This is an optimization exercise on Yosys and OpenROAD, whose aim is small area, not a production implementation.
In this exercise RTL edits were held to simulation tests only and were not proved equivalent to the original.
No run shown here takes its clock network from TritonCTS; it comes from the design's own scripts or RTL.
The clock port is modelled as an ideal driver, which makes a skipped or thinned clock tree look cheaper than it is; a real chip needs a root buffer or a tree.
Power is estimated from default activity; no workload was simulated.

File: flow/flow/run.sh
#!/bin/bash
# Standard ORFS layout (standard.sh), with these changes:
#  - synthesis runs the standard flow's Yosys script unchanged but maps logic with an
#    area-oriented ABC script and skips the half/full-adder extraction step;
#  - ports are buffered with sky130_fd_sc_hd__buf_1;
#  - clock tree: the clock port drives a few leaf clock buffers, one per
#    cluster of registers (flow/cts.tcl), instead of TritonCTS's H-tree.
set -euo pipefail
rm -rf myscripts
cp -r "$FLOW_HOME/scripts" myscripts
cp flow/abc_area.script myscripts/abc_area.script
cp flow/cts.tcl myscripts/cts.tcl
export MY_CTS_LEAVES=${MY_CTS_LEAVES:-4}
export MY_CTS_BUF=${MY_CTS_BUF:-sky130_fd_sc_hd__clkbuf_4}
bash standard.sh SCRIPTS_DIR="$PWD/myscripts" ABC_AREA=1 ADDER_MAP_FILE= synth > synth.log 2>&1
bash standard.sh SCRIPTS_DIR="$PWD/myscripts" "BUFFER_PORTS_ARGS=-buffer_cell sky130_fd_sc_hd__buf_1" finish > layout.log 2>&1
File: flow/constraint.sdc
create_clock -name core_clock -period 20.0 [get_ports {clk}]
set_input_delay 4.0000 -clock core_clock [delete_from_list [all_inputs] [get_ports {clk}]]
set_output_delay 4.0000 -clock core_clock [all_outputs]
set_load 0.01 [all_outputs]
File: flow/flow/abc_area.script
strash
dc2
dch -f
map -a
strash
dc2
dch -f
map -a
strash
dc2
dch -f
map -a
File: flow/config.mk
export PLATFORM = sky130hd
export DESIGN_NAME = randt
export DESIGN_NICKNAME = randt
export VERILOG_FILES = /design/flow/design.v
export SDC_FILE = /design/flow/constraint.sdc
export NUM_CORES = 4
export LEC_CHECK = 0
export CAP_MARGIN = 20
export CORE_MARGIN = 2
export CORE_UTILIZATION = 40
export SLEW_MARGIN = 20
File: flow/design.v
module randt (
    input clk,
    input rst,
    input i_Rx_Serial,
    output o_Rx_DV,
    output [7:0] o_Rx_Byte,
    output active,
    output reg tx
);
    localparam [8:0] C216 = 9'b000011101;
    localparam [8:0] C433 = 9'b110010010;
    localparam [8:0] C0   = 9'b000000000;
    reg r_Rx_Data_R, r_Rx_Data;
    reg [3:0] rs;
    reg [8:0] rc;
    reg [7:0] data;
    reg [3:0] ts;
    reg [8:0] tc;
    always @(posedge clk or posedge rst) begin
        if (rst) begin
            r_Rx_Data_R <= 1'b1;
            r_Rx_Data <= 1'b1;
        end else begin
            r_Rx_Data_R <= i_Rx_Serial;
            r_Rx_Data <= r_Rx_Data_R;
        end
    end
    wire r_idle = (rs[3:2] == 2'b00);
    wire r_start = (rs == 4'b0100);
    wire r_clean = (rs == 4'b0110);
    wire r_hit = r_start ? (rc == C216) : (rc == C433);
    wire r_clr = r_idle || r_clean || r_hit;
    always @(posedge clk) begin
        rc[0] <= ~((rc[8] ^ rc[4]) | r_clr);
        rc[8:1] <= ~(rc[7:0] | {8{r_clr}});
    end
    reg [3:0] rs_n;
    always @(*) begin
        rs_n = rs;
        if (r_idle) begin
            if (!r_Rx_Data) rs_n = 4'b0100;
        end else case (rs)
            4'b0100: if (r_hit) rs_n = r_Rx_Data ? 4'b00xx : 4'b1000;
            4'b1000: if (r_hit) rs_n = 4'b1001;
            4'b1001: if (r_hit) rs_n = 4'b1010;
            4'b1010: if (r_hit) rs_n = 4'b1011;
            4'b1011: if (r_hit) rs_n = 4'b1100;
            4'b1100: if (r_hit) rs_n = 4'b1101;
            4'b1101: if (r_hit) rs_n = 4'b1110;
            4'b1110: if (r_hit) rs_n = 4'b1111;
            4'b1111: if (r_hit) rs_n = 4'b0101;
            4'b0101: if (r_hit) rs_n = 4'b0110;
            4'b0110: rs_n = 4'b00xx;
            default: rs_n = 4'bxxxx;
        endcase
    end
    always @(posedge clk or posedge rst) begin
        if (rst) rs[3:2] <= 2'b00;
        else rs[3:2] <= rs_n[3:2];
    end
    always @(posedge clk) rs[1:0] <= rs_n[1:0];
    reg [7:0] we;
    always @(*) begin
        we = 8'b0;
        case (rs)
            4'b1000: we[0] = r_hit;
            4'b1001: we[1] = r_hit;
            4'b1010: we[2] = r_hit;
            4'b1011: we[3] = r_hit;
            4'b1100: we[4] = r_hit;
            4'b1101: we[5] = r_hit;
            4'b1110: we[6] = r_hit;
            4'b1111: we[7] = r_hit;
            default: we = 8'b0;
        endcase
    end
    integer i;
    always @(posedge clk) begin
        for (i = 0; i < 8; i = i + 1)
            if (we[i]) data[i] <= r_Rx_Data;
    end
    assign o_Rx_DV = r_clean;
    assign o_Rx_Byte = data;
    wire t_idle = (ts[3:2] == 2'b00);
    wire t_hit = (tc == C433);
    wire t_clr = t_idle || t_hit;
    always @(posedge clk) begin
        tc[0] <= ~((tc[8] ^ tc[4]) | t_clr);
        tc[8:1] <= ~(tc[7:0] | {8{t_clr}});
    end
    reg [3:0] ts_n;
    reg tbit;
    always @(*) begin
        ts_n = ts;
        tbit = 1'b1;
        if (t_idle) begin
            if (o_Rx_DV) ts_n = 4'b0100;
        end else case (ts)
            4'b0100: begin tbit = 1'b0; if (t_hit) ts_n = 4'b1000; end
            4'b1000: begin tbit = data[0]; if (t_hit) ts_n = 4'b1001; end
            4'b1001: begin tbit = data[1]; if (t_hit) ts_n = 4'b1010; end
            4'b1010: begin tbit = data[2]; if (t_hit) ts_n = 4'b1011; end
            4'b1011: begin tbit = data[3]; if (t_hit) ts_n = 4'b1100; end
            4'b1100: begin tbit = data[4]; if (t_hit) ts_n = 4'b1101; end
            4'b1101: begin tbit = data[5]; if (t_hit) ts_n = 4'b1110; end
            4'b1110: begin tbit = data[6]; if (t_hit) ts_n = 4'b1111; end
            4'b1111: begin tbit = data[7]; if (t_hit) ts_n = 4'b0101; end
            4'b0101: if (t_hit) ts_n = 4'b00xx;
            default: begin ts_n = 4'bxxxx; tbit = 1'bx; end
        endcase
    end
    always @(posedge clk or posedge rst) begin
        if (rst) ts[3:2] <= 2'b00;
        else ts[3:2] <= ts_n[3:2];
    end
    always @(posedge clk) ts[1:0] <= ts_n[1:0];
    always @(posedge clk or posedge rst) begin
        if (rst) tx <= 1'b1;
        else if (tc == C0) tx <= tbit;
    end
    assign active = ~t_idle;
endmodule
File: flow/standard.sh
#!/bin/bash
# synth_recipe.tcl (not shown) runs the flow's synth.tcl, then flattens the netlist and writes it again
# the make line also repeats each setting of config.mk as NAME=value (left out here)
make -C /OpenROAD-flow-scripts/flow DESIGN_CONFIG=/design/flow/config.mk WORK_HOME=/design/flow/orfs CLKGATE_MAP_FILE= SYNTH_SCRIPT=/design/flow/synth_recipe.tcl "${@:-finish}"
File: flow/flow/cts.tcl
utl::set_metrics_stage "cts__{}"
source $::env(SCRIPTS_DIR)/load.tcl
erase_non_stage_variables cts
load_design 3_place.odb 3_place.sdc

# Clock distribution: the clock port drives a few leaf clock buffers
# directly, each serving one cluster of registers (split by x position).
set nleaf $::env(MY_CTS_LEAVES)
set bufcell $::env(MY_CTS_BUF)
set block [ord::get_db_block]
set dbu [$block getDefUnits]
set sinks {}
foreach pin [get_pins -of_objects [get_nets clk]] {
  set it [sta::sta_to_db_pin $pin]
  set inst [$it getInst]
  lassign [$inst getLocation] x y
  lappend sinks [list $x $y $pin]
}
set sinks [lsort -integer -index 0 $sinks]
set n [llength $sinks]
puts "clock sinks: $n, leaves: $nleaf"
for {set g 0} {$g < $nleaf} {incr g} {
  set lo [expr {($g * $n) / $nleaf}]
  set hi [expr {(($g + 1) * $n) / $nleaf - 1}]
  set pins {}
  set sx 0; set sy 0
  foreach s [lrange $sinks $lo $hi] {
    lassign $s x y pin
    set sx [expr {$sx + $x}]; set sy [expr {$sy + $y}]
    lappend pins $pin
  }
  set cnt [expr {$hi - $lo + 1}]
  set cx [expr {double($sx) / $cnt / $dbu}]
  set cy [expr {double($sy) / $cnt / $dbu}]
  insert_buffer -buffer_cell $bufcell -net clk -load_pins $pins -location [list $cx $cy] -buffer_name clkleaf_$g -net_name clknet_leaf_$g
}
set_propagated_clock [all_clocks]

log_cmd estimate_parasitics -placement

set_placement_padding -global \
  -left $::env(CELL_PAD_IN_SITES_DETAIL_PLACEMENT) \
  -right $::env(CELL_PAD_IN_SITES_DETAIL_PLACEMENT)
detailed_placement
log_cmd estimate_parasitics -placement

repair_timing_helper
detailed_placement
check_placement -verbose

report_metrics 4 "cts final"
orfs_write_db $::env(RESULTS_DIR)/4_1_cts.odb
orfs_write_sdc $::env(RESULTS_DIR)/4_cts.sdc
==> run_results.csv, run 1 <==
group,metric,value,unit
sta,clock_skew,0.0155,ns
yosys,synth_area,0.00142,mm^2
setup_path,worstSetupStartpoint,"rs[2]$_DFFE_PP0P_",
setup_path,end_kind,"primary output",
min_path,worstHoldEndpoint,"r_Rx_Data$_DFF_PP1_",
setup_path,rrSetupSlack,18.08,ns
global_route,grt_pass1_wl,4.19,mm
die,core-area,0.00336,mm^2
yosys,syn_nets,154,
setup_path,critPathBufInv,3,
placement,port_buffers,13,
yosys,synthDistinctLibCells,25,
setup_path,crit_type,"register to primary output",
die,rows,21,
finish,drive_gt1_frac,0.0595,
sta,slew_headroom,0.739,
global_route,grt_start_max_net_pins,12,
routing,vias,1063,
yosys,synth_seq_cells,37,
routing,routed_wl,2.47,mm
yosys,syn_inst,151,
die,initial_core_util,0.422,
routing,drtPass1Iterations,4,
sta,grt_setup_unrepaired,"false",
sta,final-hold-violation-count,0,
power_and_ir_drop,power,240,uW
sta,worst_slew_pin_slew,0.387,ns
routing,wl_per_cell,11.6,um
die,ios,14,
global_route,overflow,0,
sta,max_clock_freq,0.183,GHz
global_route,antenna_found_initial,0,
finish,area_delta_synth_final,9.60,%
setup_path,reg2reg_from,"rs[2]$_DFFE_PP0P_",
clock_tree,post_cts_buffers,0,
job,maxCapViolations,0,
sta,setup_violations,0,
power_and_ir_drop,p_leak,0.566,nW
run_status,status,"timing/DRC/antenna clean",
setup_path,worstReg2RegEnd,"rs[0]$_SDFFCE_PP0P_",
clock_tree,path_clk_slew,0.10,ns
placement,dp_hpwl,1.93,mm
sta,finalMaxSlewViolations,0,
die,dieArea,0.00404,mm^2
die,die_w,63.6,um
setup_path,ff2ff_path_depth,7,
min_path,hold_start,"r_Rx_Data_R$_DFF_PP1_",
sta,finalCritPeriodShare,0.273,
min_path,hold_path_depth,0,
global_route,grt_usage,0.124,
setup_path,cp-start-kind,"register",
power_and_ir_drop,power.density,154,mW/mm^2
finish,final_nets,173,
yosys,syn_avg_cell_area,9.40,um^2
clock_tree,ctsResizeCount,0,
power_and_ir_drop,vdd_drop_max,0.0800,mV
setup_path,worstPathMaxFanout,5,
die,dieHeight,63.6,um
finish,final_util,0.463,
sta,period_minus_slack,5.46,ns
global_route,grt_pass1_vias,986,
routing,vias_per_cell,4.97,
routing,drt-initial-drc-count,51,
placement,finalWeightedCongestion,0.906,
finish,final_cells,214,
sta,fin_setup_tns,0,ns
finish,antenna_cells,0,
yosys,synth.yosys.seq_area_share,0.633,
min_path,min_path_type,"register to register",
yosys,yosysWarnings,1,
clock_tree,hold_buffers,0,
setup_path,slowest_delay,0.43,ns
setup_path,worstPathRequired,16.00,ns
clock_tree,clk_latency,0.16,ns
setup_path,arrival,1.46,ns
routing,drc,0,
setup_path,crit_chain,"clkinv_1 -> nor2_1 -> clkinv_1 -> nor2_1 -> buf_1",
setup_path,critical-path-top-delay-family,"buffers and inverters",
placement,dp.cells,210,
routing,drtAntennaViolNets,0,
setup_path,cpMaxStageDelayCell,"dfrtp_1",
[cell type report]
class	count	area, um^2
timing repair buffer	13	48.8
fill	334	1810
multi-input combinational	99	464
sequential	37	900
tap	46	57.6
inverter	15	56.3
clock buffer	4	30.0
[metal layers]
metal	up-vias	wire [um]	share of wire	GRT usage
met5	-	0	0	0
met4	0	30	0.012	0.0109
met3	2	61	0.025	0.0107
met2	17	1250	0.51	0.245
met1	500	1130	0.46	0.148
li1	544	-	-	-
[stage by stage]
stage          instance area (um^2)  hold slack, ns  worst slack, ns
2_1_floorplan                  1420           0.345            15.02
3_3_place_gp                   1530           0.347            14.81
3_5_place_dp                   1530           0.351            14.74
4_1_cts                        1560           0.365            14.56
5_1_grt                        1560           0.371            14.34
6_report                       1560           0.364            14.54
[logic make-up (layout without fill, tap and decap cells)]
kind of cell	count (synthesis)	count (layout)	share of synthesized area
buffers and inverters	15	32	0.0396
DFF	37	37	0.633
and+or+nand+nor	80	80	0.237
xor gates and xnor gates	1	1	0.00617
AOI/OAI and AO/OA	18	18	0.0837
[worst max path at each step]
stage               to  slack (ns)  cells past startpoint
6_report       o_Rx_DV       14.54                      5
3_3_place_gp   o_Rx_DV       14.81                      5
2_1_floorplan  o_Rx_DV       15.02                      4
5_1_grt        o_Rx_DV       14.34                      5
3_5_place_dp   o_Rx_DV       14.74                      5
4_1_cts        o_Rx_DV       14.56                      5
[flip-flops by register name, indices dropped and copies added (netlist names)]
signal and cells:
data 8, r_Rx_Data 1, r_Rx_Data_R 1, rc 9
rs 4, tc 9, ts 4, tx 1
[cell usage in the layout, fill, tap and decap left out]
cell,netlist,layout
buf_1,0,13
nor3_1,4,4
nand3b_1,1,1
a211oi_1,2,2
o21ai_0,1,1
dfrtp_1,4,4
clkinv_1,15,15
edfxtp_1,12,12
dfxtp_1,18,18
a21oi_1,6,6
a41oi_1,1,1
o22ai_1,2,2
and3_2,1,1
nor4_1,1,1
a31oi_1,2,2
nand2_1,14,14
a22oi_1,1,1
o311ai_0,1,1
or2_2,1,1
nor3b_1,1,1
nor2_1,45,45
a22o_2,1,1
dfstp_2,3,3
nand3_1,12,12
clkbuf_4,0,4
o32ai_1,1,1
xor2_1,1,1
[Yosys cell counts]
cell type | instances | area (um^2)
nor2_1 | 45 | 169
dfxtp_1 | 18 | 360
clkinv_1 | 15 | 56.3
nand2_1 | 14 | 52.6
edfxtp_1 | 12 | 360
nand3_1 | 12 | 60.1
a21oi_1 | 6 | 30.0
dfrtp_1 | 4 | 100
nor3_1 | 4 | 20.0
dfstp_2 | 3 | 78.8
a211oi_1 | 2 | 15.0
a31oi_1 | 2 | 12.5
o22ai_1 | 2 | 12.5
a22o_2 | 1 | 10.0
a22oi_1 | 1 | 7.51
a41oi_1 | 1 | 8.76
and3_2 | 1 | 7.51
nand3b_1 | 1 | 7.51
nor3b_1 | 1 | 7.51
nor4_1 | 1 | 6.26
o21ai_0 | 1 | 5.00
o311ai_0 | 1 | 8.76
o32ai_1 | 1 | 8.76
or2_2 | 1 | 6.26
xor2_1 | 1 | 8.76
[where the power goes]
part	total [mW]	leakage [nW]	internal [mW]	switching (mW)
combinational	0.0775	0.207	0.0287	0.0488
sequential	0.136	0.340	0.111	0.0252
clock	0.0265	0.0184	0.00957	0.0170
total	0.240	0.566	0.149	0.0909
==> inputs of run 2 (changes only) <==
--- a/flow/flow/run.sh
+++ b/flow/flow/run.sh
@@ -11,6 +11,6 @@
 cp flow/abc_area.script myscripts/abc_area.script
 cp flow/cts.tcl myscripts/cts.tcl
-export MY_CTS_LEAVES=${MY_CTS_LEAVES:-4}
-export MY_CTS_BUF=${MY_CTS_BUF:-sky130_fd_sc_hd__clkbuf_4}
+export MY_CTS_LEAVES=${MY_CTS_LEAVES:-1}
+export MY_CTS_BUF=${MY_CTS_BUF:-sky130_fd_sc_hd__clkbuf_16}
 bash standard.sh SCRIPTS_DIR="$PWD/myscripts" ABC_AREA=1 ADDER_MAP_FILE= synth > synth.log 2>&1
 bash standard.sh SCRIPTS_DIR="$PWD/myscripts" "BUFFER_PORTS_ARGS=-buffer_cell sky130_fd_sc_hd__buf_1" finish > layout.log 2>&1
==> run_results.csv, run 2 <==
group,metric,value,unit
routing,wl_per_cell,11.7,um
global_route,grt_pass1_vias,948,
power_and_ir_drop,power.density,154,mW/mm^2
yosys,syn_avg_cell_area,9.40,um^2
setup_path,worstPathMaxFanout,5,
setup_path,cp-start-kind,"register",
global_route,antenna_found_initial,0,
clock_tree,path_clk_slew,0.12,ns
sta,worst_slew_pin_slew,0.388,ns
placement,finalWeightedCongestion,0.906,
die,die_w,63.6,um
finish,antenna_cells,0,
yosys,synth_common_cells,"nor2_1 (45), dfxtp_1 (18), clkinv_1 (15)",
sta,setup_violations,0,
die,rows,21,
placement,dp.cells,210,
sta,slew_headroom,0.738,
yosys,synth_top_cell_by_area,"dfxtp_1",
clock_tree,clk_latency,0.18,ns
sta,final-hold-violation-count,0,
placement,port_buffers,13,
finish,final_cell_mix,"nor2_1 (45), dfxtp_1 (18), clkinv_1 (15), nand2_1 (14), buf_1 (13)",
yosys,synthFlopType,"dfxtp_1",
power_and_ir_drop,vdd_drop_max,0.0667,mV
sta,fin_setup_tns,0,ns
run_status,status,"timing/DRC/antenna clean",
finish,final_cells,211,
finish,layout.cells.most_common,"nor2_1",
power_and_ir_drop,internal_power,149,uW
yosys,synthDistinctLibCells,25,
routing,drtAntennaViolNets,0,
yosys,synth_edf_count,12,
routing,drt-initial-drc-count,55,
die,dieArea,0.00404,mm^2
finish,top_regs,"rc x9, tc x9, data x8",
routing,vias_per_cell,5.07,
placement,dp_hpwl,1.93,mm
routing,vias,1069,
yosys,synth.yosys.seq_area_share,0.633,
finish,final_nets,170,
finish,drive_gt1_frac,0.0424,
die,core-area,0.00336,mm^2
yosys,yosysTopAreaCellShare,0.254,
die,ios,14,
yosys,yosysMostFrequentCell,"nor2_1",
global_route,grt_start_max_net_pins,38,
setup_path,crit_type,"register to primary output",
power_and_ir_drop,swShare,0.379,
sta,max_clock_freq,0.181,GHz
yosys,yosysWarnings,1,
sta,period_minus_slack,5.52,ns
clock_tree,post_cts_buffers,0,
yosys,synth_area_leaders,"dfxtp_1 (25%), edfxtp_1 (25%), nor2_1 (12%)",
clock_tree,ctsResizeCount,0,
power_and_ir_drop,netSwitchingPower,90.8,uW
routing,drtPass1Iterations,4,
routing,drc,0,
finish,area_delta_synth_final,9.25,%
sta,finalMaxSlewViolations,0,
die,initial_core_util,0.422,
setup_path,worstPathRequired,16.00,ns
routing,routed_wl,2.47,mm
yosys,synth_area,0.00142,mm^2
sta,grt_setup_unrepaired,"false",
yosys,async_reset_ff_frac,0.189,
yosys,syn_inst,151,
sta,clock_skew,0.00260,ns
job,maxCapViolations,0,
yosys,syn_nets,154,
power_and_ir_drop,clockPowerShare,0.110,
setup_path,arrival,1.52,ns
sta,finalCritPeriodShare,0.276,
power_and_ir_drop,combinationalPowerShare,0.324,
yosys,synth_seq_cells,37,
global_route,grt_usage,0.123,
power_and_ir_drop,p_leak,0.559,nW
clock_tree,hold_buffers,0,
setup_path,end_kind,"primary output",
global_route,grt_pass1_wl,4.17,mm
min_path,min_path_type,"register to register",
die,dieHeight,63.6,um
power_and_ir_drop,p_seq_frac,0.567,
global_route,overflow,0,
[run 2: path summary, 6_finish.rpt]
path | slack, ns | depth (start not counted) | end | startpoint
max | 14.48 | 5 | o_Rx_DV | rs[2]$_DFFE_PP0P_
min reg2reg | 0.37 | 0 | r_Rx_Data$_DFF_PP1_ | r_Rx_Data_R$_DFF_PP1_
max reg2reg | 18.08 | 7 | rs[0]$_SDFFCE_PP0P_ | rs[2]$_DFFE_PP0P_
min in group asynchronous | 3.67 | 2 | ts[2]$_DFFE_PP0P_ | rst
max in group asynchronous | 16.08 | 2 | tx$_DFFE_PP1N_ | rst
min | 0.37 | 0 | r_Rx_Data$_DFF_PP1_ | r_Rx_Data_R$_DFF_PP1_
[run 2: metrics by stage]
step / util / hold slack (ns) / instance area, um^2 / worst slack [ns] / power [mW]
final: 0.461 / 0.368 / 1550 / 14.48 / 0.240
after global routing: 0.461 / 0.373 / 1550 / 14.29 / 0.261
after CTS: 0.461 / 0.369 / 1550 / 14.51 / 0.241
after detailed placement: 0.454 / 0.351 / 1530 / 14.74 / 0.215
after global placement: 0.454 / 0.347 / 1530 / 14.81 / 0.212
after floorplan: - / 0.345 / 1420 / 15.02 / 0.193
[run 2: logic make-up (layout without fill, tap and decap cells)]
logic type,count (synthesis),in the layout,share of synthesized area
simple gates,80,80,0.237
buf+inv,15,29,0.0396
flops,37,37,0.633
compound gates,18,18,0.0837
xor+xnor,1,1,0.00617
[run 2: worst max-delay path: stages, from the launching register on]
cell	delay [ns]
dfrtp_1	0.45
clkinv_1	0.18
nor2_1	0.16
clkinv_1	0.12
nor2_1	0.25
buf_1	0.19
[run 2: layout make-up]
class                   instances  area, um^2
clock buffers                   1        25.0
well taps                      46        57.6
flip-flops and latches         37         900
fillers                       335        1810
inverters                      15        56.3
repair buffers                 13        48.8
multi-input cells              99         464
[run 2: layer usage]
metal	vias up	GRT usage	routed length, um
met1	505	0.166	1160
met2	22	0.228	1200
met3	4	0.00536	70
li1	538	-	-
met4	0	0.0109	30
met5	-	0	0
[run 2: power by group through the flow]
stage                     Combinational [mW]  Sequential, mW  Clock, mW
after floorplan                       0.0619           0.131          0
after global placement                0.0760           0.136          0
after detailed placement              0.0774           0.137          0
after CTS                             0.0779           0.135     0.0277
after global routing                  0.0892           0.140     0.0319
final                                 0.0776           0.136     0.0263
==> inputs of run 3 (changes only) <==
--- a/flow/flow/run.sh
+++ b/flow/flow/run.sh
@@ -11,6 +11,6 @@
 cp flow/abc_area.script myscripts/abc_area.script
 cp flow/cts.tcl myscripts/cts.tcl
-export MY_CTS_LEAVES=${MY_CTS_LEAVES:-1}
-export MY_CTS_BUF=${MY_CTS_BUF:-sky130_fd_sc_hd__clkbuf_16}
+export MY_CTS_LEAVES=${MY_CTS_LEAVES:-2}
+export MY_CTS_BUF=${MY_CTS_BUF:-sky130_fd_sc_hd__clkbuf_8}
 bash standard.sh SCRIPTS_DIR="$PWD/myscripts" ABC_AREA=1 ADDER_MAP_FILE= synth > synth.log 2>&1
 bash standard.sh SCRIPTS_DIR="$PWD/myscripts" "BUFFER_PORTS_ARGS=-buffer_cell sky130_fd_sc_hd__buf_1" finish > layout.log 2>&1
==> run_results.csv, run 3 <==
group,metric,value,unit
global_route,grt_pass1_vias,960,
finish,seqCellArea,900,um^2
sta,slew_headroom,0.742,
routing,met1_length,1.14,mm
routing,vias,1077,
routing,wl_met3,79,um
routing,drc,0,
run_status,status,"timing/DRC/antenna clean",
die,die_w,63.6,um
die,ios,14,
yosys,synth_top_cell_by_area,"dfxtp_1",
yosys,synth_seq_cells,37,
finish,top_regs,"rc x9, tc x9, data x8",
yosys,synthDistinctLibCells,25,
yosys,synth.yosys.seq_area_share,0.633,
sta,fin_setup_tns,0,ns
setup_path,cp_num_cells,5,
yosys,yosysWarnings,1,
finish,drive_gt1_frac,0.0482,
yosys,syn_nets,154,
yosys,async_reset_ff_frac,0.189,
routing,wl_per_cell,11.6,um
placement,port_buffers,13,
global_route,grt_start_max_net_pins,20,
clock_tree,post_cts_buffers,0,
setup_path,critPathBufInv,3,
power_and_ir_drop,power.density,154,mW/mm^2
global_route,grt_pass1_wl,4.14,mm
finish,area_delta_synth_final,9.43,%
yosys,synth_common_cells,"nor2_1 (45), dfxtp_1 (18), clkinv_1 (15)",
min_path,min_path_type,"register to register",
setup_path,cp-start-kind,"register",
placement,pre_cts_ws,14.74,ns
die,dieHeight,63.6,um
yosys,synth_area,0.00142,mm^2
power_and_ir_drop,vdd_drop_max,0.0819,mV
finish,final_cell_mix,"nor2_1 (45), dfxtp_1 (18), clkinv_1 (15), nand2_1 (14), buf_1 (13)",
routing,drtPass1Iterations,4,
setup_path,crit_type,"register to primary output",
finish,final_nets,171,
setup_path,worstPathRequired,16.00,ns
die,core-area,0.00336,mm^2
clock_tree,clk_latency,0.16,ns
finish,nFillCells,333,
routing,top_layer,"met4",
placement,finalWeightedCongestion,0.906,
global_route,grt_usage,0.121,
finish,multi_input_area,464,um^2
job,maxCapViolations,0,
setup_path,cpMaxStageDelayCell,"dfrtp_1",
min_path,hold_path_depth,0,
sta,grt_setup_unrepaired,"false",
die,initial_core_util,0.422,
sta,finalMaxSlewViolations,0,
setup_path,crit_chain,"clkinv_1 -> nor2_1 -> clkinv_1 -> nor2_1 -> buf_1",
yosys,yosysTopAreaCellShare,0.254,
setup_path,arrival,1.48,ns
setup_path,slowest_delay,0.44,ns
clock_tree,ctsResizeCount,0,
sta,period_minus_slack,5.48,ns
yosys,syn_avg_cell_area,9.40,um^2
global_route,antenna_found_initial,0,
setup_path,end_kind,"primary output",
sta,setup_violations,0,
placement,dp_hpwl,1.93,mm
sta,finalCritPeriodShare,0.274,
routing,routed_wl,2.45,mm
setup_path,ff2ff_path_depth,7,
sta,fin_ws,14.52,ns
die,rows,21,
clock_tree,hold_buffers,0,
yosys,syn_inst,151,
yosys,synthFlopType,"dfxtp_1",
routing,wl_met2,1.20,mm
sta,hold_ws,0.363,ns
sta,max_clock_freq,0.182,GHz
yosys,synth_edf_count,12,
setup_path,worstPathMaxFanout,5,
setup_path,critical-path-top-delay-family,"buffers and inverters",
finish,antenna_cells,0,
die,dieArea,0.00404,mm^2
routing,vias_per_cell,5.08,
sta,clock_skew,0.0107,ns
yosys,yosysMostFrequentCell,"nor2_1",
finish,layout.cells.most_common,"nor2_1",
finish,fin_area,0.00155,mm^2
sta,final-hold-violation-count,0,
placement,place_area,0.00153,mm^2
yosys,synth_area_leaders,"dfxtp_1 (25%), edfxtp_1 (25%), nor2_1 (12%)",
sta,worst_slew_pin_slew,0.382,ns
power_and_ir_drop,power,240,uW
routing,drt-initial-drc-count,88,
power_and_ir_drop,p_leak,0.562,nW
routing,drtAntennaViolNets,0,
clock_tree,path_clk_slew,0.10,ns
global_route,overflow,0,
run 3: logic make-up after synthesis:
logic type             count (synthesis)  share of synthesized area
AO/OA/AOI/OAI                         18                     0.0837
XOR/XNOR                               1                    0.00617
AND/OR/NAND/NOR                       80                      0.237
buffers and inverters                 15                     0.0396
flip-flops                            37                      0.633
run 3: power by group:
group          switching, mW  internal [mW]  leakage, nW
logic                 0.0488         0.0287        0.207
registers             0.0250          0.111        0.340
clock network         0.0171        0.00931       0.0144
total                 0.0909          0.149        0.562
run 3: cell type report:
type	instances	share of cell area
Multi-Input combinational cell	99	0.299
Inverter	15	0.0362
Timing Repair Buffer	13	0.0314
Sequential cell	37	0.579
Tap cell	46	0.0370
Clock buffer	2	0.0177
run 3: metrics by stage:
step / std cells / util
2_1_floorplan: 151 / -
5_1_grt: 212 / 0.462
6_report: 212 / 0.462
3_3_place_gp: 210 / 0.454
3_5_place_dp: 210 / 0.454
4_1_cts: 212 / 0.462
run 3: worst paths after layout:
kind	start	endpoint	slack, ns
setup / recovery	rs[2]$_DFFE_PP0P_	o_Rx_DV	14.52
hold / removal	r_Rx_Data_R$_DFF_PP1_	r_Rx_Data$_DFF_PP1_	0.36
setup reg to reg	rs[2]$_DFFE_PP0P_	rs[0]$_SDFFCE_PP0P_	18.07
hold reg to reg	r_Rx_Data_R$_DFF_PP1_	r_Rx_Data$_DFF_PP1_	0.36
max in group asynchronous	rst	r_Rx_Data_R$_DFF_PP1_	16.05
min in group asynchronous	rst	ts[2]$_DFFE_PP0P_	3.69
run 3: per-layer routing:
layer  GRT usage  up-vias
met1       0.155      511
met3     0.00893        4
met2       0.232       20
met4     0.00815        0
li1            -      542
met5           0        -
==> inputs of run 4 (changes only) <==
==> flow/design.v (replaced) <==
module randt (
    input clk,
    input rst,
    input i_Rx_Serial,
    output o_Rx_DV,
    output [7:0] o_Rx_Byte,
    output active,
    output reg tx
);
    localparam [8:0] C_HALF = 9'b111000100;   
    localparam [8:0] C_END  = 9'b110010010;   
    reg r_Rx_Data_R;
    reg r_Rx_Data;
    reg [3:0] rs;
    reg [8:0] rc;
    reg [7:0] data;
    reg [3:0] ts;
    reg [8:0] tc;
    always @(posedge clk or posedge rst) begin
        if (rst) begin
            r_Rx_Data_R <= 1'b1;
            r_Rx_Data <= 1'b1;
        end else begin
            r_Rx_Data_R <= i_Rx_Serial;
            r_Rx_Data <= r_Rx_Data_R;
        end
    end
    wire s = r_Rx_Data;
    wire r_idle = ~(rs[3] | rs[2]);
    wire r_clean = ~rs[3] & rs[2] & ~rs[1] & rs[0];
    wire r_hit = (rc == C_END);
    wire r_ld = r_idle | r_clean;
    always @(posedge clk) begin
        if (r_ld) rc <= C_HALF;
        else if (r_hit) rc <= 9'd0;
        else rc <= ~{rc[7:0], rc[8] ^ rc[4]};
    end
    always @(posedge clk or posedge rst) begin
        if (rst) begin
            rs[3:2] <= 2'b00;
        end else begin
            rs[3] <= rs[3] ? ~(r_hit & rs[2] & rs[1] & rs[0])
                           : (r_hit & rs[2] & rs[1] & ~s);
            rs[2] <= rs[3] ? (rs[2] | (r_hit & rs[1] & rs[0]))
                           : rs[2] ? (rs[1] ? ~r_hit : ~rs[0])
                                   : ~s;
        end
    end
    always @(posedge clk) begin
        rs[1] <= r_idle | (rs[1] ^ (r_hit & rs[0]));
        rs[0] <= r_idle | (rs[0] ^ r_hit);
    end
    wire r_wr = r_hit & rs[3];
    wire [3:0] r_lo = {rs[1] & rs[0], rs[1] & ~rs[0], ~rs[1] & rs[0], ~rs[1] & ~rs[0]};
    wire [1:0] r_hi = {r_wr & rs[2], r_wr & ~rs[2]};
    wire [7:0] r_we = {{4{r_hi[1]}} & r_lo, {4{r_hi[0]}} & r_lo};
    integer i;
    always @(posedge clk) begin
        for (i = 0; i < 8; i = i + 1)
            if (r_we[i]) data[i] <= s;
    end
    assign o_Rx_DV = r_clean;
    assign o_Rx_Byte = data;
    wire t_idle = ~(ts[3] | ts[2]);
    wire t_hit = (tc == C_END);
    wire t_clr = t_idle | t_hit;
    always @(posedge clk) begin
        tc[0] <= ~((tc[8] ^ tc[4]) | t_clr);
        tc[8:1] <= ~(tc[7:0] | {8{t_clr}});
    end
    always @(posedge clk or posedge rst) begin
        if (rst) begin
            ts[3:2] <= 2'b00;
        end else begin
            ts[3] <= ts[3] ^ (t_hit & ts[2] & ts[1] & ts[0]);
            ts[2] <= ts[3] ? (ts[2] | (t_hit & ts[1] & ts[0]))
                           : ts[2] ? ~t_hit : o_Rx_DV;
        end
    end
    always @(posedge clk) begin
        ts[1] <= t_idle | (ts[1] ^ (t_hit & ts[0]));
        ts[0] <= t_idle | (ts[0] ^ t_hit);
    end
    wire [3:0] t_m1 = ts[0] ? {data[7], data[5], data[3], data[1]} : {data[6], data[4], data[2], data[0]};
    wire [1:0] t_m2 = ts[1] ? {t_m1[3], t_m1[1]} : {t_m1[2], t_m1[0]};
    wire t_m3 = ts[2] ? t_m2[1] : t_m2[0];
    wire tbit = ts[3] ? t_m3 : ~(ts[2] & ts[1]);
    always @(posedge clk or posedge rst) begin
        if (rst) tx <= 1'b1;
        else if (tc == 9'd0) tx <= tbit;
    end
    assign active = ~t_idle;
endmodule
==> run_results.csv, run 4 <==
group,metric,value,unit
run_status,status,"timing/DRC/antenna clean",
placement,dp.cells,207,
sta,finalCritPeriodShare,0.270,
global_route,grt_pass1_wl,4.25,mm
setup_path,worstPathRequired,16.00,ns
finish,antenna_cells,0,
sta,grt_setup_unrepaired,"false",
sta,period_minus_slack,5.39,ns
yosys,yosysWarnings,1,
finish,top_regs,"rc x9, tc x9, data x8",
finish,nFillCells,344,
routing,drtPass1Iterations,4,
clock_tree,ctsResizeCount,0,
sta,final-hold-violation-count,0,
routing,drt-initial-drc-count,37,
routing,vias,1011,
sta,finalMaxSlewViolations,0,
yosys,yosysMostFrequentCell,"nor2_1",
die,rows,21,
setup_path,end_kind,"primary output",
die,dieArea,0.00389,mm^2
clock_tree,hold_buffers,0,
yosys,synth_area_leaders,"dfxtp_1 (32%), edfxtp_1 (18%), nor2_1 (10%)",
finish,final_cells,209,
yosys,synth_top_cell_by_area,"dfxtp_1",
finish,final_cell_mix,"nor2_1 (37), dfxtp_1 (22), clkinv_1 (17), nand2_1 (15), buf_1 (13)",
yosys,yosysTopAreaCellShare,0.323,
routing,routed_wl,2.29,mm
finish,fin_area,0.00150,mm^2
global_route,grt_pass1_vias,1033,
routing,drc,0,
finish,final_util,0.452,
setup_path,worstPathMaxFanout,6,
clock_tree,clk_latency,0.16,ns
die,ios,14,
job,maxCapViolations,0,
finish,area_delta_synth_final,9.83,%
yosys,synth_area,0.00136,mm^2
global_route,grt_start_max_net_pins,20,
yosys,synthFlopType,"dfxtp_1",
routing,wl_per_cell,11.0,um
power_and_ir_drop,power,104,uW
sta,clock_skew,0.00677,ns
die,dieHeight,62.4,um
sta,hold_ws,0.362,ns
finish,multi_input_area,439,um^2
yosys,syn_avg_cell_area,9.21,um^2
clock_tree,post_cts_buffers,0,
yosys,async_reset_ff_frac,0.189,
setup_path,cp-start-kind,"register",
sta,fin_ws,14.61,ns
power_and_ir_drop,vdd_drop_max,0.0571,mV
die,initial_core_util,0.412,
die,die_w,62.4,um
sta,setup_violations,0,
sta,max_clock_freq,0.185,GHz
sta,fin_setup_tns,0,ns
sta,slew_headroom,0.630,
yosys,synth_common_cells,"nor2_1 (37), dfxtp_1 (22), clkinv_1 (17)",
setup_path,arrival,1.39,ns
placement,port_buffers,13,
placement,dp_hpwl,1.82,mm
power_and_ir_drop,combinationalPowerShare,0.005,
finish,drive_gt1_frac,0.0613,
power_and_ir_drop,swShare,0.169,
yosys,synth_edf_count,8,
routing,drtAntennaViolNets,0,
clock_tree,path_clk_slew,0.10,ns
global_route,antenna_found_initial,0,
routing,vias_per_cell,4.84,
yosys,synthDistinctLibCells,21,
yosys,syn_inst,148,
power_and_ir_drop,p_leak,0.589,nW
yosys,synth.yosys.seq_area_share,0.631,
die,core-area,0.00331,mm^2
placement,finalWeightedCongestion,0.851,
power_and_ir_drop,netSwitchingPower,17.5,uW
power_and_ir_drop,internal_power,86.1,uW
power_and_ir_drop,p_seq_frac,0.743,
yosys,synth_seq_cells,37,
finish,seqCellArea,860,um^2
placement,pre_cts_ws,14.80,ns
finish,final_nets,168,
global_route,overflow,0,
min_path,min_path_type,"register to register",
finish,layout.cells.most_common,"nor2_1",
yosys,syn_nets,151,
placement,place_area,0.00147,mm^2
power_and_ir_drop,clockPowerShare,0.252,
global_route,grt_usage,0.128,
sta,worst_slew_pin_slew,0.550,ns
power_and_ir_drop,power.density,69.2,mW/mm^2
setup_path,crit_type,"register to primary output",
==> run 4: changes by cell type after synthesis, sizes merged, moves of 2 or more <==
cell and delta:
o21ai +10, nor2 -8, nand3 -5, dfxtp +4, edfxtp -4, a21oi -3, nor3 +3, a211oi -2
clkinv +2, o22ai -2
==> run 4: final timing paths <==
kind / from / slack, ns / endpoint / cells after the start
setup / recovery: rs[0]$_DFF_P_ / 14.61 / o_Rx_DV / 5
hold / removal: r_Rx_Data_R$_DFF_PP1_ / 0.36 / r_Rx_Data$_DFF_PP1_ / 0
setup reg to reg: rc[4]$_SDFF_PP0_ / 17.96 / data[7]$_DFFE_PP_ / 9
hold reg to reg: r_Rx_Data_R$_DFF_PP1_ / 0.36 / r_Rx_Data$_DFF_PP1_ / 0
max in group asynchronous: rst / 16.03 / r_Rx_Data_R$_DFF_PP1_ / 2
min in group asynchronous: rst / 3.71 / ts[3]$_DFF_PP0_ / 2
==> run 4: metal layers <==
metal	global-route usage	wire (um)
met5	0	0
met4	0.0333	53
met3	0.0199	99
met2	0.240	1140
met1	0.151	1000
==> run 4: final cells by class <==
class / instances / area share
Clock buffer: 2 / 0.0184
Inverter: 17 / 0.0426
Multi-Input combinational cell: 94 / 0.293
Sequential cell: 37 / 0.574
Tap cell: 46 / 0.0385
Timing Repair Buffer: 13 / 0.0326
==> run 4: kinds of logic (layout without fill, tap and decap cells) <==
logic type             count (synthesis)  in the layout  share of synthesized area
AOI/OAI and AO/OA                     21             21                     0.0909
buffers and inverters                 17             32                     0.0468
DFF                                   37             37                      0.631
and+or+nand+nor                       73             73                      0.231
==> run 4: power groups by stage <==
stage | sequential [mW] | combinational (mW) | clock, mW
2_1_floorplan | 0.0785 | 0.000221 | 0
3_3_place_gp | 0.0786 | 0.000493 | 0
3_5_place_dp | 0.0786 | 0.000496 | 0
4_1_cts | 0.0770 | 0.000499 | 0.0278
5_1_grt | 0.0771 | 0.000577 | 0.0315
6_report | 0.0770 | 0.000489 | 0.0261
==> run 4: critical path, cell delays in order, from the launching register on <==
cell and delay (ns):
dfxtp_1 0.42, clkinv_1 0.16, nor2_1 0.12, clkinv_1 0.11
nor2_1 0.24, buf_1 0.18
==> inputs of run 5 (changes only) <==
==> flow/flow/abc_area.script (replaced) <==
strash
&get -n
&deepsyn -T 30
&put
dch -f
map -a
strash
dch -f
map -a
==> run_results.csv, run 5 <==
group,metric,value,unit
run_status,status,"timing/DRC/antenna clean",
placement,place_area,0.00143,mm^2
die,die_w,61.5,um
finish,layout.cells.most_common,"nor2_1",
sta,slew_headroom,0.545,
yosys,synth_top_cell_by_area,"dfxtp_1",
yosys,yosysTopAreaCellShare,0.333,
global_route,grt_pass1_wl,4.00,mm
yosys,synth_common_cells,"nor2_1 (32), dfxtp_1 (22), clkinv_1 (18)",
min_path,min_path_type,"register to register",
min_path,worstHoldEndpoint,"r_Rx_Data$_DFF_PP1_",
die,dieHeight,61.5,um
setup_path,worstPathMaxFanout,8,
sta,finalCritPeriodShare,0.286,
power_and_ir_drop,p_seq_frac,0.743,
setup_path,crit_type,"register to primary output",
min_path,hold_start,"r_Rx_Data_R$_DFF_PP1_",
power_and_ir_drop,netSwitchingPower,17.4,uW
die,ios,14,
yosys,synth_area_leaders,"dfxtp_1 (33%), edfxtp_1 (18%), nor2_1 (9.1%)",
yosys,yosysWarnings,1,
yosys,syn_nets,144,
placement,pre_cts_ws,14.49,ns
placement,port_buffers,13,
setup_path,reg2reg_from,"rc[4]$_SDFF_PP0_",
die,initial_core_util,0.426,
yosys,synthDistinctLibCells,18,
finish,area_delta_synth_final,9.93,%
clock_tree,clk_latency,0.16,ns
finish,drive_gt1_frac,0.0385,
power_and_ir_drop,swShare,0.168,
setup_path,ff2ff_path_depth,10,
power_and_ir_drop,p_leak,0.564,nW
finish,final_util,0.469,
yosys,synth_edf_count,8,
placement,dp.cells,198,
power_and_ir_drop,internal_power,86.1,uW
routing,vias_per_cell,5.05,
placement,dp_hpwl,1.88,mm
power_and_ir_drop,power.density,71.2,mW/mm^2
routing,drtPass1Iterations,4,
power_and_ir_drop,clockPowerShare,0.251,
finish,antenna_cells,0,
global_route,overflow,0,
finish,fin_area,0.00145,mm^2
yosys,async_reset_ff_frac,0.189,
routing,drt-initial-drc-count,28,
setup_path,worstPathRequired,16.00,ns
die,dieArea,0.00378,mm^2
global_route,grt_usage,0.137,
sta,fin_setup_tns,0,ns
yosys,synth_area,0.00132,mm^2
finish,final_cells,200,
job,maxCapViolations,0,
yosys,synthFlopType,"dfxtp_1",
sta,max_clock_freq,0.175,GHz
min_path,hold_path_depth,0,
yosys,synth_seq_cells,37,
routing,drtAntennaViolNets,0,
placement,finalWeightedCongestion,0.707,
sta,hold_ws,0.360,ns
sta,worst_slew_pin_slew,0.677,ns
clock_tree,path_clk_slew,0.09,ns
sta,fin_ws,14.28,ns
routing,drc,0,
sta,finalMaxSlewViolations,0,
sta,grt_setup_unrepaired,"false",
clock_tree,hold_buffers,0,
setup_path,rrSetupSlack,17.76,ns
yosys,syn_avg_cell_area,9.38,um^2
setup_path,cp-start-kind,"register",
finish,final_cell_mix,"nor2_1 (32), dfxtp_1 (22), clkinv_1 (18), nand2_1 (16), buf_1 (13)",
global_route,antenna_found_initial,0,
die,core-area,0.00310,mm^2
finish,final_nets,161,
routing,wl_per_cell,12.2,um
power_and_ir_drop,vdd_drop_max,0.0457,mV
clock_tree,post_cts_buffers,0,
sta,clock_skew,0.0115,ns
sta,period_minus_slack,5.72,ns
yosys,syn_inst,141,
power_and_ir_drop,combinationalPowerShare,0.005,
die,rows,20,
sta,final-hold-violation-count,0,
setup_path,arrival,1.72,ns
finish,top_regs,"rc x9, tc x9, data x8",
global_route,grt_pass1_vias,911,
setup_path,end_kind,"primary output",
yosys,synth.yosys.seq_area_share,0.650,
yosys,yosysMostFrequentCell,"nor2_1",
clock_tree,ctsResizeCount,0,
sta,setup_violations,0,
power_and_ir_drop,power,104,uW
setup_path,worstReg2RegEnd,"data[7]$_DFFE_PP_",
routing,vias,1010,
global_route,grt_start_max_net_pins,20,
routing,routed_wl,2.44,mm
[run 5: cell count changes in the layout (fill, tap and decap cells not counted), sizes merged, moves of 2 or more]
cell	change
o32ai	-2
nor4	+5
nor3	-4
a21oi	+5
nand3	-4
nor2	-5
o22ai	+4
o21ai	-3
[run 5: per-layer routing]
layer  vias up  global-route usage  wire length (um)
met5         -                   0                 0
met4         0              0.0122                21
met3         3              0.0126               105
met2        27               0.271              1250
met1       475               0.164              1060
li1        505                   -                 -
[run 5: cell families (layout without fill, tap and decap cells)]
kind of cell / count (synthesis) / after routing / share of synthesized area
xor gates and xnor gates: 1 / 1 / 0.00662
buffers and inverters: 18 / 33 / 0.0511
AOI/OAI and AO/OA: 23 / 23 / 0.0956
and+or+nand+nor: 62 / 62 / 0.197
DFF: 37 / 37 / 0.650
[run 5: how the worst max path moves through the flow]
stage / to / start / slack [ns]
global placement: o_Rx_DV / rs[2]$_DFF_PP0_ / 14.59
global route: o_Rx_DV / rs[2]$_DFF_PP0_ / 14.14
floorplan: o_Rx_DV / rs[2]$_DFF_PP0_ / 14.76
finish: o_Rx_DV / rs[2]$_DFF_PP0_ / 14.28
detailed placement: o_Rx_DV / rs[2]$_DFF_PP0_ / 14.49
CTS: o_Rx_DV / rs[2]$_DFF_PP0_ / 14.30
[run 5: layout make-up]
cell class                 instances  area (um^2)
timing repair buffer              13         48.8
tap                               44         55.1
multi-input combinational         86          395
clock buffer                       2         27.5
inverter                          18         67.6
sequential                        37          860
fill                             337         1650
[run 5: worst max-delay path: stages (launching register included)]
cell      delay, ns
dfrtp_1        0.49
clkinv_1       0.24
nor4_1         0.62
buf_1          0.21
[run 5: power groups by stage]
stage / clock network, mW / registers [mW] / logic (mW)
2_1_floorplan: 0 / 0.0785 / 0.000275
4_1_cts: 0.0277 / 0.0770 / 0.000584
3_5_place_dp: 0 / 0.0786 / 0.000582
6_report: 0.0260 / 0.0770 / 0.000562
3_3_place_gp: 0 / 0.0786 / 0.000563
5_1_grt: 0.0304 / 0.0771 / 0.000646
==> inputs of run 6 (changes only) <==
--- a/flow/design.v
+++ b/flow/design.v
@@ -9,5 +9,4 @@
 );
     localparam [8:0] C_HALF = 9'b111000100;   
-    localparam [8:0] C_END  = 9'b110010010;   
     reg r_Rx_Data_R;
     reg r_Rx_Data;
@@ -29,5 +28,5 @@
     wire r_idle = ~(rs[3] | rs[2]);
     wire r_clean = ~rs[3] & rs[2] & ~rs[1] & rs[0];
-    wire r_hit = (rc == C_END);
+    wire r_hit = rc[7] & ~rc[6] & ~rc[5] & rc[4] & ~rc[3] & ~rc[2] & rc[1] & ~rc[0];
     wire r_ld = r_idle | r_clean;
     always @(posedge clk) begin
@@ -63,8 +62,8 @@
     assign o_Rx_Byte = data;
     wire t_idle = ~(ts[3] | ts[2]);
-    wire t_hit = (tc == C_END);
+    wire t_hit = tc[8] & ~tc[7] & tc[6] & tc[5] & tc[3] & tc[2] & tc[1] & ~tc[0];
     wire t_clr = t_idle | t_hit;
     always @(posedge clk) begin
-        tc[0] <= ~((tc[8] ^ tc[4]) | t_clr);
+        tc[0] <= ~((tc[8] ^ tc[6]) | t_clr);
         tc[8:1] <= ~(tc[7:0] | {8{t_clr}});
     end
@@ -88,5 +87,5 @@
     always @(posedge clk or posedge rst) begin
         if (rst) tx <= 1'b1;
-        else if (tc == 9'd0) tx <= tbit;
+        else if (~tc[7] & ~tc[5] & ~tc[4] & ~tc[3] & ~tc[1]) tx <= tbit;
     end
     assign active = ~t_idle;
==> flow/flow/abc_area.script (replaced) <==
strash
&get -n
&deepsyn -J 200 -T 60 -S 0
&put
dch -f
map -a
strash
&get -n
&deepsyn -J 200 -T 60 -S 1
&put
dch -f
map -a
==> run_results.csv, run 6 <==
group,metric,value,unit
run_status,status,"timing/DRC/antenna clean",
power_and_ir_drop,power,105,uW
die,rows,20,
sta,period_minus_slack,5.55,ns
power_and_ir_drop,clockPowerShare,0.259,
setup_path,arrival,1.55,ns
placement,place_area,0.00143,mm^2
placement,port_buffers,13,
routing,drtPass1Iterations,4,
finish,final_nets,157,
global_route,antenna_found_initial,0,
setup_path,worstPathMaxFanout,5,
yosys,synth_area_leaders,"dfxtp_1 (33%), edfxtp_1 (18%), dfrtp_1 (7.6%)",
finish,area_delta_synth_final,9.93,%
global_route,grt_usage,0.124,
power_and_ir_drop,vdd_drop_max,0.0466,mV
power_and_ir_drop,swShare,0.176,
routing,drt-initial-drc-count,64,
yosys,syn_nets,140,
die,die_w,61.5,um
finish,seqCellArea,860,um^2
die,initial_core_util,0.426,
finish,final_cell_mix,"nor2_1 (25), dfxtp_1 (22), nand2_1 (19), clkinv_1 (18), buf_1 (13)",
placement,dp_hpwl,1.72,mm
yosys,synth_seq_cells,37,
clock_tree,hold_buffers,0,
yosys,synth_mux_area_frac,0,
yosys,synth_top_cell_by_area,"dfxtp_1",
global_route,grt_start_max_net_pins,20,
yosys,synthAdderAreaFrac,0,
die,core-area,0.00310,mm^2
power_and_ir_drop,p_leak,0.556,nW
sta,fin_setup_tns,0,ns
sta,finalMaxSlewViolations,0,
routing,drtAntennaViolNets,0,
setup_path,worstPathRequired,16.00,ns
yosys,yosysWarnings,1,
finish,top_regs,"rc x9, tc x9, data x8",
power_and_ir_drop,netSwitchingPower,18.4,uW
clock_tree,clk_latency,0.17,ns
sta,setup_violations,0,
finish,fin_area,0.00145,mm^2
yosys,synthDistinctLibCells,24,
yosys,yosysTopAreaCellShare,0.333,
yosys,synth.yosys.seq_area_share,0.650,
yosys,synth_xor_area_frac,0.00662,
power_and_ir_drop,power.density,71.9,mW/mm^2
sta,finalCritPeriodShare,0.277,
clock_tree,post_cts_buffers,0,
yosys,synth_area,0.00132,mm^2
power_and_ir_drop,combinationalPowerShare,0.004,
global_route,grt_pass1_vias,875,
placement,finalWeightedCongestion,0.864,
finish,nFillCells,295,
setup_path,end_kind,"primary output",
yosys,yosysMostFrequentCell,"nor2_1",
routing,routed_wl,2.24,mm
die,dieHeight,61.5,um
routing,vias_per_cell,4.88,
die,dieArea,0.00378,mm^2
setup_path,crit_type,"register to primary output",
finish,layout.cells.most_common,"nor2_1",
die,ios,14,
yosys,yosys.area_share.simple,0.205,
routing,drc,0,
sta,final-hold-violation-count,0,
setup_path,cp-start-kind,"register",
yosys,syn_avg_cell_area,9.65,um^2
sta,grt_setup_unrepaired,"false",
routing,vias,957,
power_and_ir_drop,p_seq_frac,0.736,
global_route,overflow,0,
power_and_ir_drop,internal_power,86.2,uW
yosys,synth_compound_gate_area_share,0.0870,
yosys,synth_edf_count,8,
yosys,synth_common_cells,"nor2_1 (25), dfxtp_1 (22), nand2_1 (19)",
sta,slew_headroom,0.465,
clock_tree,path_clk_slew,0.10,ns
global_route,grt_pass1_wl,3.69,mm
sta,max_clock_freq,0.180,GHz
yosys,async_reset_ff_frac,0.189,
finish,antenna_cells,0,
yosys,synth_top_family_by_area,"simple AND/OR/NAND/NOR gates",
job,maxCapViolations,0,
finish,drive_gt1_frac,0.0592,
yosys,synthFlopType,"dfxtp_1",
min_path,min_path_type,"register to register",
sta,clock_skew,0.0111,ns
yosys,syn_inst,137,
clock_tree,ctsResizeCount,0,
sta,worst_slew_pin_slew,0.796,ns
finish,multi_input_area,395,um^2
routing,wl_per_cell,11.4,um
-- run 6: changes by cell type in the layout (fill, tap and decap cells not counted), sizes merged, moves of 2 or more --
cell and delta:
nand2 +3, nor2 -7, a21oi -4, nor4 -2, o22ai -2
-- run 6: power by group through the flow --
stage / Combinational, mW / Clock, mW / Sequential (mW)
after floorplan: 0.000223 / 0 / 0.0785
after global placement: 0.000482 / 0 / 0.0787
after detailed placement: 0.000476 / 0 / 0.0787
after CTS: 0.000479 / 0.0283 / 0.0770
after global routing: 0.000539 / 0.0304 / 0.0771
final: 0.000453 / 0.0271 / 0.0770
-- run 6: cells by family (layout without fill, tap and decap cells) --
kind of cell | count (synthesis) | after routing
AND/OR/NAND/NOR | 62 | 62
flip-flops | 37 | 37
AO/OA/AOI/OAI | 19 | 19
XOR/XNOR | 1 | 1
buffers and inverters | 18 | 33
-- run 6: final cells by class --
| cell class | instances | area share |
|---|---|---|
| Clock buffer | 2 | 0.0189 |
| Inverter | 18 | 0.0465 |
| Multi-Input combinational cell | 82 | 0.272 |
| Sequential cell | 37 | 0.591 |
| Tap cell | 44 | 0.0379 |
| Timing Repair Buffer | 13 | 0.0336 |
-- run 6: layer usage --
| layer | track usage | wire, um | vias up |
|---|---|---|---|
| met5 | 0 | 0 | - |
| met4 | 0.0152 | 31 | 0 |
| met3 | 0.0105 | 105 | 3 |
| met2 | 0.209 | 1030 | 22 |
| met1 | 0.178 | 1070 | 438 |
| li1 | - | - | 494 |
-- run 6: worst paths after layout --
check | start | endpoint | slack [ns] | cells past startpoint
setup reg to reg | rc[3]$_SDFF_PP0_ | data[7]$_DFFE_PP_ | 17.48 | 8
setup / recovery | rs[2]$_DFF_PP0_ | o_Rx_DV | 14.46 | 3
min in group asynchronous | rst | ts[2]$_DFF_PP0_ | 3.69 | 2
max in group asynchronous | rst | r_Rx_Data_R$_DFF_PP1_ | 16.06 | 2
hold / removal | r_Rx_Data_R$_DFF_PP1_ | r_Rx_Data$_DFF_PP1_ | 0.36 | 0
hold reg to reg | r_Rx_Data_R$_DFF_PP1_ | r_Rx_Data$_DFF_PP1_ | 0.36 | 0
-- run 6: worst max-delay path: stages, from the launching register on --
cell	delay [ns]
dfrtp_1	0.40
clkinv_1	0.09
nor4_1	0.67
buf_1	0.22
-- run 6: stage by stage --
step                hold slack, ns  utilization  cells  worst slack, ns
CTS                          0.364        0.469    196            14.48
global route                 0.366        0.469    196            14.27
global placement             0.349        0.460    194            14.73
detailed placement           0.349        0.460    194            14.67
finish                       0.362        0.469    196            14.46
floorplan                    0.345            -    137            14.87
==> inputs of run 7 (changes only) <==
==> flow/flow/abc_area.script (replaced) <==
strash
&get -n
&deepsyn -J 200 -T 60 -S 0
&dch -f
&nf -R 1000 -p
&put
strash
&get -n
&dch -f
&nf -R 1000 -p
&put
==> run_results.csv, run 7 <==
group,metric,value,unit
routing,routed_wl,2.11,mm
finish,fin_area,0.00143,mm^2
die,core-area,0.00308,mm^2
setup_path,worstPathMaxFanout,8,
power_and_ir_drop,power.density,72.8,mW/mm^2
routing,vias_per_cell,5.02,
finish,top_regs,"rc x9, tc x9, data x8",
job,maxCapViolations,0,
power_and_ir_drop,netSwitchingPower,18.2,uW
routing,drc,0,
sta,slew_headroom,0.535,
yosys,synth.yosys.seq_area_share,0.661,
routing,drtAntennaViolNets,0,
setup_path,cp-start-kind,"register",
yosys,syn_inst,118,
sta,setup_violations,0,
sta,hold_ws,0.365,ns
sta,worst_slew_pin_slew,0.691,ns
setup_path,slowest_delay,0.44,ns
placement,port_buffers,13,
routing,drtPass1Iterations,4,
finish,nFillCells,302,
clock_tree,hold_buffers,0,
clock_tree,path_clk_slew,0.10,ns
clock_tree,clk_latency,0.16,ns
yosys,synthDistinctLibCells,29,
run_status,status,"timing/DRC/antenna clean",
yosys,synth_area,0.00130,mm^2
power_and_ir_drop,vdd_drop_max,0.0680,mV
yosys,synth_area_leaders,"dfxtp_1 (34%), edfxtp_1 (18%), dfrtp_1 (7.7%)",
min_path,min_path_type,"register to register",
sta,finalMaxSlewViolations,0,
sta,fin_ws,14.61,ns
power_and_ir_drop,swShare,0.174,
global_route,grt_pass1_vias,805,
power_and_ir_drop,internal_power,86.2,uW
yosys,synth_common_cells,"dfxtp_1 (22), nor2_1 (22), nand2_1 (14)",
die,initial_core_util,0.423,
finish,drive_gt1_frac,0.0451,
finish,multi_input_area,430,um^2
setup_path,worstPathRequired,16.00,ns
clock_tree,ctsResizeCount,0,
die,die_w,61.0,um
setup_path,crit_chain,"nor2_1 -> clkinv_1 -> buf_1",
power_and_ir_drop,p_leak,0.544,nW
finish,final_nets,138,
sta,period_minus_slack,5.39,ns
power_and_ir_drop,p_seq_frac,0.738,
yosys,synth_edf_count,8,
sta,finalCritPeriodShare,0.269,
yosys,syn_avg_cell_area,11.0,um^2
finish,antenna_cells,0,
clock_tree,post_cts_buffers,0,
routing,wl_per_cell,11.9,um
sta,final-hold-violation-count,0,
yosys,yosysTopAreaCellShare,0.338,
finish,seqCellArea,860,um^2
die,ios,14,
yosys,synth_seq_cells,37,
placement,pre_cts_ws,14.80,ns
die,rows,20,
global_route,grt_start_max_net_pins,20,
sta,grt_setup_unrepaired,"false",
placement,place_area,0.00141,mm^2
global_route,overflow,0,
die,dieArea,0.00373,mm^2
routing,drt-initial-drc-count,33,
sta,max_clock_freq,0.186,GHz
global_route,grt_pass1_wl,3.62,mm
finish,area_delta_synth_final,10.1,%
setup_path,critPathBufInv,2,
yosys,syn_nets,121,
finish,final_cell_mix,"nor2_1 (22), dfxtp_1 (22), nand2_1 (14), buf_1 (13), edfxtp_1 (8)",
yosys,async_reset_ff_frac,0.189,
yosys,yosysWarnings,1,
global_route,grt_usage,0.124,
placement,dp_hpwl,1.62,mm
power_and_ir_drop,clockPowerShare,0.257,
setup_path,cpMaxStageDelayCell,"dfrtp_1",
placement,finalWeightedCongestion,0.778,
setup_path,crit_type,"register to primary output",
yosys,synth_top_cell_by_area,"dfxtp_1",
die,dieHeight,61.0,um
power_and_ir_drop,combinationalPowerShare,0.004,
routing,vias,888,
sta,clock_skew,0.00257,ns
setup_path,critical-path-top-delay-family,"flip-flops",
setup_path,end_kind,"primary output",
yosys,synthFlopType,"dfxtp_1",
sta,fin_setup_tns,0,ns
setup_path,arrival,1.39,ns
global_route,antenna_found_initial,0,
-- run 7: changes by cell type after synthesis, sizes merged, moves of 2 or more --
cell,delta
nand2b,+4
a21oi,-3
clkinv,-15
xnor2,+2
xor2,+2
nand3,-3
or2,-2
nor2,-3
nand2,-5
nor2b,+2
-- run 7: logic make-up after synthesis --
group	share of synthesized area
simple gates	0.201
flops	0.661
compound gates	0.0712
xor+xnor	0.0337
buf+inv	0.00865
mux	0.0250
-- run 7: worst reg2reg max path: cells and delay by family, from the launching register on --
kind / cells / cell delay [ns]
flip-flops: 1 / 0.33
AND/OR/NAND/NOR: 5 / 1.40
-- run 7: worst paths after layout --
| kind | from | slack [ns] | depth (start not counted) | endpoint |
|---|---|---|---|---|
| max reg2reg | rc[3]$_SDFF_PP0_ | 17.98 | 5 | data[7]$_DFFE_PP_ |
| max in group asynchronous | rst | 16.06 | 2 | tx$_DFFE_PP1P_ |
| min in group asynchronous | rst | 3.69 | 2 | rs[2]$_DFF_PP0_ |
| min reg2reg | r_Rx_Data_R$_DFF_PP1_ | 0.36 | 0 | r_Rx_Data$_DFF_PP1_ |
| min | r_Rx_Data_R$_DFF_PP1_ | 0.36 | 0 | r_Rx_Data$_DFF_PP1_ |
| max | ts[3]$_DFF_PP0_ | 14.61 | 3 | active |
-- run 7: power by group through the flow --
stage	clock (mW)	sequential [mW]	combinational (mW)
finish	0.0268	0.0770	0.000463
global route	0.0306	0.0771	0.000517
CTS	0.0280	0.0770	0.000492
detailed placement	0	0.0787	0.000492
global placement	0	0.0787	0.000458
floorplan	0	0.0785	0.000223
-- run 7: layer usage --
layer	up-vias	GRT usage	share of wire
li1	444	-	-
met1	425	0.183	0.49
met2	17	0.208	0.45
met3	2	0.0105	0.046
met4	0	0.0124	0.012
met5	-	0	0
-- run 7: stage by stage --
step | std cells | total power, mW | utilization
6_report | 177 | 0.104 | 0.465
5_1_grt | 177 | 0.108 | 0.465
4_1_cts | 177 | 0.106 | 0.465
3_5_place_dp | 175 | 0.0791 | 0.457
3_3_place_gp | 175 | 0.0791 | 0.457
2_1_floorplan | 118 | 0.0788 | -
-- run 7: layout make-up --
type,count,area share
inverters,3,0.00786
flip-flops and latches,37,0.600
repair buffers,13,0.0341
clock buffers,2,0.0192
well taps,44,0.0384
multi-input cells,78,0.300

==> port drivers added, routing unchanged <==
Ports are ideal in the flow. The routed layouts listed here were re-timed in OpenROAD. Step 1 assumes that a clkbuf_16 drives the clock port and a buf_2 every other input. Step 2 times the ports against the registers' clock, not the clock port: input delays grow and output delays shrink by t, the midpoint of the rising clock arrivals with the driver on. a / b / c = ideal ports / drivers / drivers and shift; a / b = the first two.
run	t, ns	slack for setup (ns)	latest minus earliest clock arrival (ns)
run 1	0.187	14.543 / 14.507 / 14.694	0.016 / 0.016
run 2	0.205	14.477 / 14.447 / 14.652	0.003 / 0.003
run 3	0.191	14.519 / 14.486 / 14.676	0.012 / 0.011
run 4	0.189	14.608 / 14.576 / 14.764	0.007 / 0.007
run 5	0.189	14.281 / 14.248 / 14.437	0.012 / 0.011
run 6	0.194	14.455 / 14.421 / 14.615	0.012 / 0.012
run 7	0.190	14.614 / 14.584 / 14.773	0.003 / 0.003
After both steps every run listed still meets setup and hold.
